This is an optimization exercise on Yosys and OpenROAD, whose aim is small area, a short achievable clock period and few clock cycles per item, not a production implementation.
RTL that was checked went through simulation tests only; none was proved equivalent to the original.
No activity file was given, so power comes from the tool's default toggle rates.

==> flow/design.v (excerpt) <==
module Divider(CLK, CS, WE, SN, AD, DI, DO, DONE);
    input CLK;
    input CS;
    input WE;
    input SN;
    input AD;
    input [17:0] DI;
    output DONE;
    output [17:0] DO;
    reg [17:0] R;        
    reg [17:0] D;        
    reg [17:0] Q;        
    reg [4:0]  K;        
    reg        busy;
    reg        first;
    reg        neg_quo;
    reg        neg_rem;
    function [4:0] lzc;
        input [17:0] x;
        integer i;
        begin
            lzc = 5'd18;
            for (i = 0; i < 18; i = i + 1)
                if (x[i]) lzc = 5'd17 - i;
        end
    endfunction
    wire        wr_n = CS & WE & ~AD;
    wire        wr_d = CS & WE & AD;
    wire        neg_in = SN & DI[17];
    wire [17:0] mag_in = neg_in ? (~DI + 18'd1) : DI;
    wire        d_zero = (DI == 18'd0);
    wire [17:0] rmask;
    genvar m;
    generate for (m = 0; m < 18; m = m + 1) begin : rm
        assign rmask[m] = |R[17:m];
    end endgenerate
    wire        d_big = |(mag_in & ~rmask);      
    wire [17:0] rlead = rmask & ~{1'b0, rmask[17:1]};   
    wire [4:0]  kk = K - lzc(R);
    wire        align = first & ~|(D & rlead);        
    wire [18:0] sg [0:5];
    wire [18:0] sp [0:5];
    assign sg[0] = {R & ~D, 1'b1};
    assign sp[0] = {R ^ ~D, 1'b0};
    genvar l, i;
    generate for (l = 0; l < 5; l = l + 1) begin : lv
        for (i = 0; i < 19; i = i + 1) begin : b
            if ((i >> l) & 1) begin : m
                localparam integer j = ((i >> l) << l) - 1;
                assign sg[l+1][i] = sg[l][i] | (sp[l][i] & sg[l][j]);
                assign sp[l+1][i] = sp[l][i] & sp[l][j];
            end else begin : t
                assign sg[l+1][i] = sg[l][i];
                assign sp[l+1][i] = sp[l][i];
            end
        end
    end endgenerate
    wire [18:0] diff = {sg[5][18], sp[0][18:1] ^ sg[5][17:0]};
    wire        c = diff[18];
    wire        step = busy & ~align;
    assign DONE = ~busy;
    wire [17:0] quo_out = neg_quo ? (~Q + 18'd1) : Q;
    wire [17:0] rem_out = neg_rem ? (~R + 18'd1) : R;
    assign DO = AD ? rem_out : quo_out;
    always @(posedge CLK) begin
        if (wr_n)
            R <= mag_in;
        else if (step & c)
  ...
Size in the first run: ~63 flip-flops, about 42 I/O pins.
==> module Divider, before the edit <==
module Divider(CLK, CS, WE, SN, AD, DI, DO, DONE);
    input CLK;
    input CS;
    input WE;
    input SN;
    input AD;
    input [17:0] DI;
    output DONE;
    output [17:0] DO;
    reg [17:0] R;        
    reg [17:0] D;        
    reg [17:0] Q;        
    reg [4:0]  K;        
    reg        busy;
    reg        first;
    reg        neg_quo;
    reg        neg_rem;
    function [4:0] lzc;
        input [17:0] x;
        integer i;
        begin
            lzc = 5'd18;
            for (i = 0; i < 18; i = i + 1)
                if (x[i]) lzc = 5'd17 - i;
        end
    endfunction
    wire        wr_n = CS & WE & ~AD;
    wire        wr_d = CS & WE & AD;
    wire        neg_in = SN & DI[17];
    wire [17:0] mag_in = neg_in ? (~DI + 18'd1) : DI;
    wire        d_zero = (DI == 18'd0);
    wire [17:0] rmask;
    genvar m;
    generate for (m = 0; m < 18; m = m + 1) begin : rm
        assign rmask[m] = |R[17:m];
    end endgenerate
    wire        d_big = |(mag_in & ~rmask);      
    wire [17:0] rlead = rmask & ~{1'b0, rmask[17:1]};   
    wire [4:0]  kk = K - lzc(R);
    wire        align = first & ~|(D & rlead);        
    wire [18:0] sg [0:5];
    wire [18:0] sp [0:5];
    assign sg[0] = {R & ~D, 1'b1};
    assign sp[0] = {R ^ ~D, 1'b0};
    genvar l, i;
    generate for (l = 0; l < 5; l = l + 1) begin : lv
        for (i = 0; i < 19; i = i + 1) begin : b
            if ((i >> l) & 1) begin : m
                localparam integer j = ((i >> l) << l) - 1;
                assign sg[l+1][i] = sg[l][i] | (sp[l][i] & sg[l][j]);
                assign sp[l+1][i] = sp[l][i] & sp[l][j];
            end else begin : t
                assign sg[l+1][i] = sg[l][i];
                assign sp[l+1][i] = sp[l][i];
            end
        end
    end endgenerate
    wire [18:0] diff = {sg[5][18], sp[0][18:1] ^ sg[5][17:0]};
    wire        c = diff[18];
    wire        step = busy & ~align;
    assign DONE = ~busy;
    wire [17:0] quo_out = neg_quo ? (~Q + 18'd1) : Q;
    wire [17:0] rem_out = neg_rem ? (~R + 18'd1) : R;
    assign DO = AD ? rem_out : quo_out;
    always @(posedge CLK) begin
        if (wr_n)
            R <= mag_in;
        else if (step & c)
            R <= diff[17:0];
        if (wr_d)
            D <= mag_in;
        else if (align)
            D <= D << kk;
        else
            D <= D >> 1;
        if (wr_d)
            Q <= {18{d_zero}};
        else if (step)
            Q <= {Q[16:0], c};
        if (wr_d)
            K <= lzc(mag_in);
        else if (first)
            K <= kk;
        else
            K <= K - 5'd1;
        if (wr_d) begin
            busy <= ~d_zero & ~d_big;
            first <= 1'b1;
        end
        else begin
            if (step & (first | (K == 5'd0))) busy <= 1'b0;
            first <= 1'b0;
        end
        if (wr_n) begin
            neg_quo <= neg_in;
            neg_rem <= neg_in;
        end
        else if (wr_d)
            neg_quo <= neg_quo ^ neg_in;
    end
endmodule
clock: 5.0 ns
lec_check: 0
abc_clock_period_in_ps: 3500
cap_margin: 20
core_margin: 2
core_utilization: 60
place_density: 0.7
setup_slack_margin: 1.0
slew_margin: 20
standard.sh (not shown) runs the stock make flow with config.mk's settings and CLKGATE_MAP_FILE= SYNTH_SCRIPT=/design/flow/synth_recipe.tcl, a recipe that flattens the netlist after the stock synthesis.
==> flow/flow/run.sh <==
#!/bin/bash
# The standard layout (the standard.sh, unchanged synthesis and steps),
# with the port buffers that buffer_ports inserts made plain buf_2 cells
# instead of the delay buffers it picks by default.
set -euo pipefail
export BUFFER_PORTS_ARGS="-buffer_cell sky130_fd_sc_hd__buf_2"
bash standard.sh > standard.log 2>&1
Change:
--- a/flow/design.v
+++ b/flow/design.v
@@ -12,4 +12,5 @@
     reg [17:0] Q;        
     reg [4:0]  K;        
+    reg [4:0]  L;        
     reg        busy;
     reg        first;
@@ -36,7 +37,6 @@
     end endgenerate
     wire        d_big = |(mag_in & ~rmask);      
-    wire [17:0] rlead = rmask & ~{1'b0, rmask[17:1]};   
-    wire [4:0]  kk = K - lzc(R);
-    wire        align = first & ~|(D & rlead);        
+    wire [4:0]  kk = K - L;
+    wire        align = first & (K != L);            
     wire [18:0] sg [0:5];
     wire [18:0] sp [0:5];
@@ -78,4 +78,5 @@
         else if (step)
             Q <= {Q[16:0], c};
+        L <= lzc(R);
         if (wr_d)
             K <= lzc(mag_in);
The new run finished clean. Via count drops by 4.6%. Core utilization drops by 3.4 points. Die area climbs by 1.7%. Wire length drops by 6.8%. Maximum frequency climbs by 2.5%. Global-route usage drops by 1.5 points.
No run of this note included a check of the RTL's function; only the layout flow was run.

========
## job 2372
The RTL this note starts from:
==> flow/design.v <==
module Divider(CLK, CS, WE, SN, AD, DI, DO, DONE);
    input CLK;
    input CS;
    input WE;
    input SN;
    input AD;
    input [17:0] DI;
    output DONE;
    output [17:0] DO;
    reg [17:0] R;        
    reg [18:0] D;        
    reg [17:0] Q;        
    reg [4:0]  K;        
    reg [4:0]  L;        
    reg        busy;
    reg        first;
    reg        neg_quo;
    reg        neg_rem;
    function [4:0] lzc;
        input [17:0] x;
        integer i;
        begin
            lzc = 5'd18;
            for (i = 0; i < 18; i = i + 1)
                if (x[i]) lzc = 5'd17 - i;
        end
    endfunction
    wire        wr_n = CS & WE & ~AD;
    wire        wr_d = CS & WE & AD;
    wire        neg_in = SN & DI[17];
    wire        di_zero = (DI == 18'd0);
    wire        neg_q_in = neg_quo ^ neg_in;
    wire [17:0] por;
    genvar m;
    generate for (m = 0; m < 18; m = m + 1) begin : po
        if (m == 0) begin : z
            assign por[m] = 1'b0;
        end else begin : o
            assign por[m] = |DI[m-1:0];
        end
    end endgenerate
    wire [17:0] nmag = DI ^ ({18{~neg_in}} & por);
    wire [4:0]  lz_in = lzc(~nmag);              
    wire [4:0]  kk = K - L;
    wire        q_zero = first & (K < L);        
    wire        align = first & (K > L);
    wire        step = busy & ~first | first & (K == L);
    wire        pre = first & neg_quo;           
    wire [18:0] a = {neg_rem & R[17], R};
    wire [18:0] sg [0:5];
    wire [18:0] sp [0:5];
    assign sg[0] = a & D;
    assign sp[0] = a ^ D;
    genvar l, i;
    generate for (l = 0; l < 5; l = l + 1) begin : lv
        for (i = 0; i < 19; i = i + 1) begin : b
            if ((i >> l) & 1) begin : m
                localparam integer j = ((i >> l) << l) - 1;
                assign sg[l+1][i] = sg[l][i] | (sp[l][i] & sg[l][j]);
                assign sp[l+1][i] = sp[l][i] & sp[l][j];
            end else begin : t
                assign sg[l+1][i] = sg[l][i];
                assign sp[l+1][i] = sp[l][i];
            end
        end
    end endgenerate
    wire [17:0] cy = {sg[5][16:0] | (sp[5][16:0] & {17{neg_rem}}), neg_rem};
    wire [17:0] sum = sp[0][17:0] ^ cy;
    wire        sign0 = sp[0][18] ^ sg[5][17];   
    wire        c = sign0 ^ ~neg_rem;            
    assign DONE = ~busy | q_zero;
    assign DO = AD ? R : Q ^ {18{neg_quo}};
    wire [37:0] dsh = {D, {19{neg_rem}}} << kk;
    always @(posedge CLK) begin
        if (wr_n)
            R <= DI;
        else if ((step | pre) & c)
            R <= sum;
        if (wr_d)
            D <= {1'b1, nmag} ^ {19{neg_rem}};
        else if (align)
            D <= dsh[37:19];
        else
            D <= {D[18], D[18:1]};
        if (wr_d)
            Q <= {{17{di_zero | neg_q_in}}, di_zero ^ neg_q_in};
        else if (step)
            Q <= {Q[16:0] & ~{17{pre & c}}, c ^ pre};
        else if (align)
            Q <= 18'd0;
        if (wr_n)
            L <= di_zero ? 5'd18 : lz_in;
        if (wr_d)
            K <= lz_in;
        else if (first)
            K <= kk;
        else
            K <= K - 5'd1;
        if (wr_d) begin
            busy <= ~di_zero;
            first <= ~di_zero;
        end
        else begin
            if (q_zero | step & (first | (K == 5'd0))) busy <= 1'b0;
            first <= 1'b0;
        end
        if (wr_n) begin
            neg_quo <= neg_in;
            neg_rem <= neg_in;
        end
        else if (wr_d)
            neg_quo <= neg_q_in;
    end
endmodule
==> flow/config.mk <==
export PLATFORM = sky130hd
export DESIGN_NAME = Divider
export DESIGN_NICKNAME = Divider
export VERILOG_FILES = /design/flow/design.v
export SDC_FILE = /design/flow/constraint.sdc
export NUM_CORES = 4
export LEC_CHECK = 0
export ABC_CLOCK_PERIOD_IN_PS = 3500
export CAP_MARGIN = 20
export CORE_MARGIN = 2
export CORE_UTILIZATION = 60
export PLACE_DENSITY = 0.7
export SETUP_SLACK_MARGIN = 1.5
export SLEW_MARGIN = 20
==> flow/constraint.sdc <==
create_clock -name core_clock -period 5.0 [get_ports {CLK}]
set_input_delay 1.0000 -clock core_clock [delete_from_list [all_inputs] [get_ports {CLK}]]
set_output_delay 1.0000 -clock core_clock [all_outputs]
set_load 0.01 [all_outputs]
Scripts as last shown in full above: flow/flow/run.sh
Testbench counts of job 2372, summed over its fixed seeds: cycles 10,107, items 2,400.
Input changes introduced in job 4489 (baseline for comparison: job 2372):
diff --git a/flow/design.v b/flow/design.v
--- a/flow/design.v
+++ b/flow/design.v
@@ -66,13 +66,13 @@
     end endgenerate
     wire [17:0] cy = {sg[5][16:0] | (sp[5][16:0] & {17{neg_rem}}), neg_rem};
     wire [17:0] sum = sp[0][17:0] ^ cy;
     wire        sign0 = sp[0][18] ^ sg[5][17];   
     wire        c = sign0 ^ ~neg_rem;            
     assign DONE = ~busy | q_zero;
-    assign DO = AD ? R : Q ^ {18{neg_quo}};
+    assign DO = AD ? R : Q;
     wire [37:0] dsh = {D, {19{neg_rem}}} << kk;
     always @(posedge CLK) begin
         if (wr_n)
             R <= DI;
         else if ((step | pre) & c)
             R <= sum;
@@ -80,17 +80,17 @@
             D <= {1'b1, nmag} ^ {19{neg_rem}};
         else if (align)
             D <= dsh[37:19];
         else
             D <= {D[18], D[18:1]};
         if (wr_d)
-            Q <= {{17{di_zero | neg_q_in}}, di_zero ^ neg_q_in};
+            Q <= {{17{di_zero & ~neg_q_in}}, di_zero};
         else if (step)
-            Q <= {Q[16:0] & ~{17{pre & c}}, c ^ pre};
+            Q <= pre ? {18{c}} : {Q[16:0], c ^ neg_quo};
         else if (align)
-            Q <= 18'd0;
+            Q <= {18{neg_quo}};
         if (wr_n)
             L <= di_zero ? 5'd18 : lz_in;
         if (wr_d)
             K <= lz_in;
         else if (first)
             K <= kk;
[summary]
Comparing worst hold path depth for job 4489 and job 2372, the smaller number came from job 2372. Layout cell share with drive strength beyond 1 in job 4489 vs job 2372: up 3.4 points. Compared with job 2372, job 4489 shows synthesized cell count higher by 17. Cmp job 4489 and job 2372 / sequential element share of the synthesized area / higher: job 2372. Job 2372 → job 4489: area after synthesis increased by about 2.6% relative to the old numbers, fraction of power consumed by sequential logic decreased by 1.4 points relative to the old numbers, utilization decreased by 1.1 points relative to the old numbers. From job 2372 to job 4489 the numbers moved as follows: area growth from synthesis to layout decreased 0.20 points; first-pass GRT wire length increased 5.9%; final routed wirelength across all metal layers increased 5.6%; cts-stage hold buffer count essentially unchanged. Compared with job 2372, job 4489 shows final clock period utilization by the worst path higher by 1.1 points.
Function not checked in job 4489: the RTL went through the layout flow alone.

========
== lane 3 ==
// Divider: RTL as listed in full above, without the edits since
clock: 5.0 ns
lec_check: 0
cap_margin: 20
core_margin: 2
core_utilization: 60
place_density: 0.7
setup_slack_margin: 1.9
slew_margin: 20
Scripts as last shown in full above: flow/flow/run.sh
Testbench counts of lane 3, summed over its fixed seeds: cycles 10,107, items 2,400.
Changes in lane 5 relative to lane 3:
diff --git a/flow/design.v b/flow/design.v
--- a/flow/design.v
+++ b/flow/design.v
@@ -66,13 +66,13 @@
     end endgenerate
     wire [17:0] cy = {sg[5][16:0] | (sp[5][16:0] & {17{neg_rem}}), neg_rem};
     wire [17:0] sum = sp[0][17:0] ^ cy;
     wire        sign0 = sp[0][18] ^ sg[5][17];   
     wire        c = sign0 ^ ~neg_rem;            
     assign DONE = ~busy | q_zero;
-    assign DO = AD ? R : Q ^ {18{neg_quo}};
+    assign DO = AD ? R : Q;
     wire [37:0] dsh = {D, {19{neg_rem}}} << kk;
     always @(posedge CLK) begin
         if (wr_n)
             R <= DI;
         else if ((step | pre) & c)
             R <= sum;
@@ -80,17 +80,17 @@
             D <= {1'b1, nmag} ^ {19{neg_rem}};
         else if (align)
             D <= dsh[37:19];
         else
             D <= {D[18], D[18:1]};
         if (wr_d)
-            Q <= {{17{di_zero | neg_q_in}}, di_zero ^ neg_q_in};
+            Q <= {{17{di_zero & ~neg_q_in}}, di_zero};
         else if (step)
-            Q <= {Q[16:0] & ~{17{pre & c}}, c ^ pre};
+            Q <= pre ? {18{c}} : {Q[16:0], c ^ neg_quo};
         else if (align)
-            Q <= 18'd0;
+            Q <= {18{neg_quo}};
         if (wr_n)
             L <= di_zero ? 5'd18 : lz_in;
         if (wr_d)
             K <= lz_in;
         else if (first)
             K <= kk;
==> summary.txt <==
Looking at simple-gate share of the synthesized area, lane 5 sits above lane 3.
Relative to lane 3, shortest clock period the worst path allows after layout has increased by 0.15 ns in lane 5.
Cell area after layout of lane 5 exceeds that of lane 3 by a few percent.
Measured against lane 3, the number of DRC violations after detailed-routing iteration 0 of lane 5 comes out at 1.08 times the reference value.
Going from lane 3 to lane 5, routed wire length per instance grew by 1.4%, wire length after detailed routing rose 750 microns, total global routing track utilization went up 0.74 points.
Function not checked in lane 5: the RTL went through the layout flow alone.

========
## job 101
// Divider: RTL as listed in full above, without the edits since
export LEC_CHECK = 0
export ABC_AREA = 1
export CAP_MARGIN = 20
export CORE_MARGIN = 2
export CORE_UTILIZATION = 60
export PLACE_DENSITY = 0.7
export SETUP_SLACK_MARGIN = 1.9
export SLEW_MARGIN = 20
create_clock -name core_clock -period 5.0 [get_ports {CLK}]
Scripts as last shown in full above: flow/flow/run.sh
Job 101 ended with every stage complete and zero timing, DRC or antenna violations.
Testbench counts of job 101, summed over its fixed seeds: cycles 10,107, items 2,400.
Edits applied to the flow inputs when going from job 101 to job 102:
--- a/flow/design.v
+++ b/flow/design.v
@@ -15,8 +15,9 @@
     reg        busy;
     reg        first;
     reg        neg_quo;
     reg        neg_rem;
+    reg        q_neg0;   
     function [4:0] lzc;
         input [17:0] x;
         integer i;
         begin
@@ -68,9 +69,9 @@
     wire [17:0] sum = sp[0][17:0] ^ cy;
     wire        sign0 = sp[0][18] ^ sg[5][17];   
     wire        c = sign0 ^ ~neg_rem;            
     assign DONE = ~busy | q_zero;
-    assign DO = AD ? R : Q ^ {18{neg_quo}};
+    assign DO = AD ? R : (Q ^ {18{neg_quo}}) & ~{18{q_neg0}};
     wire [37:0] dsh = {D, {19{neg_rem}}} << kk;
     always @(posedge CLK) begin
         if (wr_n)
             R <= DI;
@@ -82,13 +83,17 @@
             D <= dsh[37:19];
         else
             D <= {D[18], D[18:1]};
         if (wr_d)
-            Q <= {{17{di_zero | neg_q_in}}, di_zero ^ neg_q_in};
+            Q <= {{17{di_zero}}, di_zero & ~neg_q_in};
         else if (step)
-            Q <= {Q[16:0] & ~{17{pre & c}}, c ^ pre};
+            Q <= {Q[16:0], c & ~pre};        
+        if (wr_d)
+            q_neg0 <= neg_q_in & ~di_zero;
         else if (align)
-            Q <= 18'd0;
+            q_neg0 <= 1'b0;
+        else if (step & pre)
+            q_neg0 <= ~c;
         if (wr_n)
             L <= di_zero ? 5'd18 : lz_in;
         if (wr_d)
             K <= lz_in;
Notes after the runs:
Comparing cell depth of the worst flop-to-flop path for job 102 and job 101, the bigger number came from job 101.
Sum of routed wire length over all layers across job 102 and job 101: no real change.
Between job 102 and job 101, the final worst setup slack figures differ only marginally.
Max worst slew slack as a fraction of its limit across job 102 and job 101: job 102
As far as post-route clock period utilization is concerned, job 102 and job 101 perform about the same.
The core of job 102 is less densely filled than that of job 101.
Job 102 ended with every stage complete and zero timing, DRC or antenna violations.
Against job 101, cell internal power dissipation in job 102 fell slightly.
As far as share of synthesized flip-flops with an asynchronous set or reset goes, job 102 and job 101 are indistinguishable; the numbers are identical.
Function not checked in job 102: the RTL went through the layout flow alone.

-- static timing again, ports no longer ideal --
The results above use ideal ports. As a check the final layouts listed here were re-extracted and re-timed, cells and wires unchanged. Step 1 assumes that a clkbuf_16 drives the clock port and a buf_2 every other input. Step 2 times the ports against the registers' clock, not the clock port: input delays grow and output delays shrink by t, the midpoint of the rising clock arrivals with the driver on. a / b / c = ideal / step 1 / step 2; a / b = the first two.
run | shift t [ns] | setup slack, ns | worst setup path at the end | pins driven straight from the clock port
the first run of note 1 | 0.400 | 1.154 / 1.154 / 1.093 | input to register | 1
the second run of note 1 | 0.399 | 1.249 / 1.213 / 1.128 | input to register | 1
job 2372 | 0.372 | 1.682 / 1.682 / 1.358 | input to register | 1
job 4489 | 0.402 | 1.628 / 1.592 / 1.297 | input to register | 1
lane 3 | 0.388 | 1.996 / 1.962 / 1.627 | input to register | 1
lane 5 | 0.400 | 1.848 / 1.813 / 1.640 | input to register | 1
job 101 | 0.390 | 1.959 / 1.959 / 1.623 | input to register | 1
job 102 | 0.395 | 1.958 / 1.931 / 1.615 | input to register | 1
After both steps setup and hold are still met in every run listed. The setup slack of lane 3, which loses most, moves by -0.034 ns with the drivers and by -0.369 ns with both steps.
